Context: an optimization exercise on an open-source flow, tuned for small area and a short achievable clock period. The choices shown serve that exercise and are no tape-out recipe.
Only simulation tests tie the RTL to the original design; equivalence was not proved.
Power is estimated from default activity; no workload was simulated.

==> flow/design.v (excerpt) <==
module agree_core (
    input  logic        clk_i,
    input  logic        rst_ni,
    output logic [31:0] imem_addr_o,
    input  logic [31:0] imem_rdata_i,
    output logic [13:0] dmem_addr_o,
    output logic [3:0]  dmem_wren_o,
    output logic [31:0] dmem_wdata_o,
    input  logic [31:0] dmem_rdata_i,
    input  logic [31:0] io_sw_i,
    input  logic [3:0]  io_btn_i,
    output logic [31:0] pc_debug_o,
    output logic        insn_vld_o,
    output logic        wb_wren_o,
    output logic [4:0]  wb_rd_o,
    output logic [31:0] wb_data_o,
    output logic [31:0] io_ledr_o,
    output logic [6:0]  io_hex0_o,
                        io_hex1_o,
                        io_hex2_o,
                        io_hex3_o,
                        io_hex4_o,
                        io_hex5_o,
    output logic [31:0] io_lcd_o
);
For scale: ~6100 cells after synthesis, roughly 360 I/O pins.
make LEC_CHECK=0 CAP_MARGIN=20 CORE_MARGIN=2 CORE_UTILIZATION=55 CTS_BUF_LIST=sky130_fd_sc_hd__clkbuf_16 CTS_CLUSTER_DIAMETER=100 CTS_CLUSTER_SIZE=20 PLACE_DENSITY=0.65 SETUP_SLACK_MARGIN=5 SLEW_MARGIN=20 SYNTH_HIERARCHICAL=1 finish   # period 11.0 ns
run.sh (not shown) runs the stock make flow with config.mk's settings and CLKGATE_MAP_FILE= SYNTH_SCRIPT=/design/flow/synth_recipe.tcl, a recipe that flattens the netlist after the stock synthesis.
Change:
--- a/flow/design.v
+++ b/flow/design.v
@@ -84,47 +84,43 @@
             assign col[i-1] = rf_q[i][b];
         end
         agree_rf_sel u_rd1 (.d(col), .s(sel1), .y(rv1_f[b]));
         agree_rf_sel u_rd2 (.d(col), .s(sel2), .y(rv2[b]));
     end
     assign imem_addr_o = {pc_f, 2'b00};
     always_ff @(posedge clk_i or negedge rst_ni) begin
         if (!rst_ni) pc_f <= '0;
         else if (x_redir) pc_f <= dx_alt;
-        else if (!stall) pc_f <= d_redir ? dsum[31:2] : pc_f + 30'd1;
+        else if (stall) pc_f <= fd_pc;
+        else pc_f <= d_redir ? dsum[31:2] : pc_f + 30'd1;
     end
     always_ff @(posedge clk_i or negedge rst_ni) begin
         if (!rst_ni) fd_v <= 1'b0;
-        else if (x_redir || d_redir) fd_v <= 1'b0;
-        else if (!stall) fd_v <= 1'b1;
+        else fd_v <= ~(x_redir | d_redir | stall);
     end
     logic [31:0] fd_rv1_d;
     logic        hxf1, hwf1, hx1;
     assign rs1_f = imem_rdata_i[19:15];
     assign hxf1  = x_we & (dx_rd == rs1_f);
     assign hwf1  = mw_we & (mw_rd == rs1_f);
     always_ff @(posedge clk_i) begin
-        if (!stall) begin
-            fd_ir    <= imem_rdata_i;
-            fd_pc    <= pc_f;
-            fd_rv1   <= hxf1 ? x_res : hwf1 ? mw_data : rv1_f;
-            fd_lui   <= imem_rdata_i[6:0] == OP_LUI;
-            fd_auipc <= imem_rdata_i[6:0] == OP_AUIPC;
-            fd_jal   <= imem_rdata_i[6:0] == OP_JAL;
-            fd_jalr  <= imem_rdata_i[6:0] == OP_JALR;
-            fd_br    <= imem_rdata_i[6:0] == OP_BR;
-            fd_ld    <= imem_rdata_i[6:0] == OP_LD;
-            fd_st    <= imem_rdata_i[6:0] == OP_ST;
-            fd_imm   <= imem_rdata_i[6:0] == OP_IMM;
-            fd_reg   <= imem_rdata_i[6:0] == OP_REG;
-        end else begin
-            fd_rv1   <= hx1 ? x_res : fd_rv1;
-        end
+        fd_ir    <= imem_rdata_i;
+        fd_pc    <= pc_f;
+        fd_rv1   <= hxf1 ? x_res : hwf1 ? mw_data : rv1_f;
+        fd_lui   <= imem_rdata_i[6:0] == OP_LUI;
+        fd_auipc <= imem_rdata_i[6:0] == OP_AUIPC;
+        fd_jal   <= imem_rdata_i[6:0] == OP_JAL;
+        fd_jalr  <= imem_rdata_i[6:0] == OP_JALR;
+        fd_br    <= imem_rdata_i[6:0] == OP_BR;
+        fd_ld    <= imem_rdata_i[6:0] == OP_LD;
+        fd_st    <= imem_rdata_i[6:0] == OP_ST;
+        fd_imm   <= imem_rdata_i[6:0] == OP_IMM;
+        fd_reg   <= imem_rdata_i[6:0] == OP_REG;
     end
     logic [2:0] f3;
     logic [4:0] rd;
     logic       f7_zero, f7_alt;
     assign f3  = fd_ir[14:12];
     assign rd  = fd_ir[11:7];
     assign rs2 = fd_ir[24:20];
     assign f7_zero = (fd_ir[31:25] == 7'b0000000);
     assign f7_alt  = (fd_ir[31:25] == 7'b0100000);
Via count decreases by about 1.3%.
Clock-buffer cell count is lower by 1.
Synthesized area fell by about 1.1%.
Fmax goes up by 2.9%.
Routed wire length fell by 3.5%.

---

Another version of the RTL of agree_core (not shown whole).
Size: roughly 6000 cells after synthesis, roughly 360 I/O pins.
==> flow/design.v (excerpt) <==
module agree_core (
    input  logic        clk_i,
    input  logic        rst_ni,
    output logic [31:0] imem_addr_o,
    input  logic [31:0] imem_rdata_i,
    output logic [13:0] dmem_addr_o,
    output logic [3:0]  dmem_wren_o,
    output logic [31:0] dmem_wdata_o,
    input  logic [31:0] dmem_rdata_i,
    input  logic [31:0] io_sw_i,
    input  logic [3:0]  io_btn_i,
    output logic [31:0] pc_debug_o,
    output logic        insn_vld_o,
    output logic        wb_wren_o,
    output logic [4:0]  wb_rd_o,
    output logic [31:0] wb_data_o,
    output logic [31:0] io_ledr_o,
    output logic [6:0]  io_hex0_o,
                        io_hex1_o,
                        io_hex2_o,
                        io_hex3_o,
                        io_hex4_o,
                        io_hex5_o,
    output logic [31:0] io_lcd_o
);
Settings: LEC_CHECK=0, CAP_MARGIN=20, CORE_MARGIN=2, CORE_UTILIZATION=55, CTS_BUF_LIST=sky130_fd_sc_hd__clkbuf_16, CTS_CLUSTER_DIAMETER=100, CTS_CLUSTER_SIZE=20, PLACE_DENSITY=0.65, SETUP_SLACK_MARGIN=5, SLEW_MARGIN=20, SYNTH_HIERARCHICAL=1; clock period 11.0 ns.
Then changed:
--- a/flow/design.v
+++ b/flow/design.v
@@ -83,49 +83,53 @@
     for (genvar b = 0; b < 32; b++) begin : g_rd
         logic [30:0] col;
         for (genvar i = 1; i < 32; i++) begin : g_col
             assign col[i-1] = rf_q[i][b];
         end
         agree_rf_sel u_rd1 (.d(col), .s(sel1), .y(rv1_f[b]));
         agree_rf_sel u_rd2 (.d(col), .s(sel2), .y(rv2[b]));
     end
     assign imem_addr_o = {pc_f, 2'b00};
     always_ff @(posedge clk_i or negedge rst_ni) begin
         if (!rst_ni) pc_f <= '0;
         else if (x_redir) pc_f <= dx_alt;
-        else if (stall) pc_f <= fd_pc;
-        else pc_f <= d_redir ? dsum[31:2] : pc_f + 30'd1;
+        else if (!stall) pc_f <= d_redir ? dsum[31:2] : pc_f + 30'd1;
     end
     always_ff @(posedge clk_i or negedge rst_ni) begin
         if (!rst_ni) fd_v <= 1'b0;
-        else fd_v <= ~(x_redir | d_redir | stall);
+        else if (x_redir || d_redir) fd_v <= 1'b0;
+        else if (!stall) fd_v <= 1'b1;
     end
     logic [31:0] fd_rv1_d;
     logic        hxf1, hwf1, hx1;
     assign rs1_f = imem_rdata_i[19:15];
     assign hxf1  = x_we & (dx_rd == rs1_f);
     assign hwf1  = mw_we & (mw_rd == rs1_f);
     always_ff @(posedge clk_i) begin
-        fd_ir    <= imem_rdata_i;
-        fd_pc    <= pc_f;
-        fd_rv1   <= hxf1 ? x_res : hwf1 ? mw_data : rv1_f;
-        fd_lui   <= imem_rdata_i[6:0] == OP_LUI;
-        fd_auipc <= imem_rdata_i[6:0] == OP_AUIPC;
-        fd_jal   <= imem_rdata_i[6:0] == OP_JAL;
-        fd_jalr  <= imem_rdata_i[6:0] == OP_JALR;
-        fd_br    <= imem_rdata_i[6:0] == OP_BR;
-        fd_ld    <= imem_rdata_i[6:0] == OP_LD;
-        fd_st    <= imem_rdata_i[6:0] == OP_ST;
-        fd_imm   <= imem_rdata_i[6:0] == OP_IMM;
-        fd_reg   <= imem_rdata_i[6:0] == OP_REG;
+        if (!stall) begin
+            fd_ir    <= imem_rdata_i;
+            fd_pc    <= pc_f;
+            fd_rv1   <= hxf1 ? x_res : hwf1 ? mw_data : rv1_f;
+            fd_lui   <= imem_rdata_i[6:0] == OP_LUI;
+            fd_auipc <= imem_rdata_i[6:0] == OP_AUIPC;
+            fd_jal   <= imem_rdata_i[6:0] == OP_JAL;
+            fd_jalr  <= imem_rdata_i[6:0] == OP_JALR;
+            fd_br    <= imem_rdata_i[6:0] == OP_BR;
+            fd_ld    <= imem_rdata_i[6:0] == OP_LD;
+            fd_st    <= imem_rdata_i[6:0] == OP_ST;
+            fd_imm   <= imem_rdata_i[6:0] == OP_IMM;
+            fd_reg   <= imem_rdata_i[6:0] == OP_REG;
+        end else begin
+            fd_rv1   <= hx1 ? x_res : fd_rv1;
+        end
     end
     logic [2:0] f3;
     logic [4:0] rd;
     logic       f7_zero, f7_alt;
     assign f3  = fd_ir[14:12];
     assign rd  = fd_ir[11:7];
     assign rs2 = fd_ir[24:20];
     assign f7_zero = (fd_ir[31:25] == 7'b0000000);
     assign f7_alt  = (fd_ir[31:25] == 7'b0100000);
     logic i_alu;
     assign i_alu = fd_imm | fd_reg;
     logic legal;
Effect:
- The new run completed without violations
- synthesized area is higher by about 0.45%
- final area is higher by 0.52%
- routed wire length rose by about 2.4%
- total power goes up by about 0.9%
- non-clock buffer count came out higher by 7
- count of clock-buffer cells in the layout is higher by 3
- die area rose by about 0.44%

-- re-timing with driven ports --
In the flow no input, the clock included, has a driving cell. The finished layouts below were timed again as built, in two steps. Step 1 sets driving cells, clkbuf_16 on the clock port and buf_2 on the other inputs (assumed; they add their load-dependent delay and slew). Step 2, shift: input delay + t, output delay - t, t = (earliest + latest rising clock arrival at the registers) / 2. This alone moves slack from input paths to output paths. Slacks: ideal / step 1 / step 2; pairs: ideal / step 1.
run	t (ns)	setup slack, ns	hold WS [ns]	latest minus earliest clock arrival (ns)	pins driven straight from the clock port
the first run of note 1	0.840	5.391 / 5.391 / 4.897	0.329 / 0.329 / 0.329	0.071 / 0.072	1
the second run of note 1	0.830	5.548 / 5.548 / 5.062	0.330 / 0.330 / 0.330	0.075 / 0.075	1
the first run of note 2	0.841	5.173 / 5.173 / 4.754	0.330 / 0.330 / 0.330	0.051 / 0.050	1
the second run of note 2	0.849	5.271 / 5.249 / 4.400	0.323 / 0.323 / 0.323	0.055 / 0.054	1
After both steps setup and hold are still met in every run listed. For the second run of note 2, which loses most, drivers alone change the setup slack by -0.022 ns; drivers and shift together by -0.871 ns.
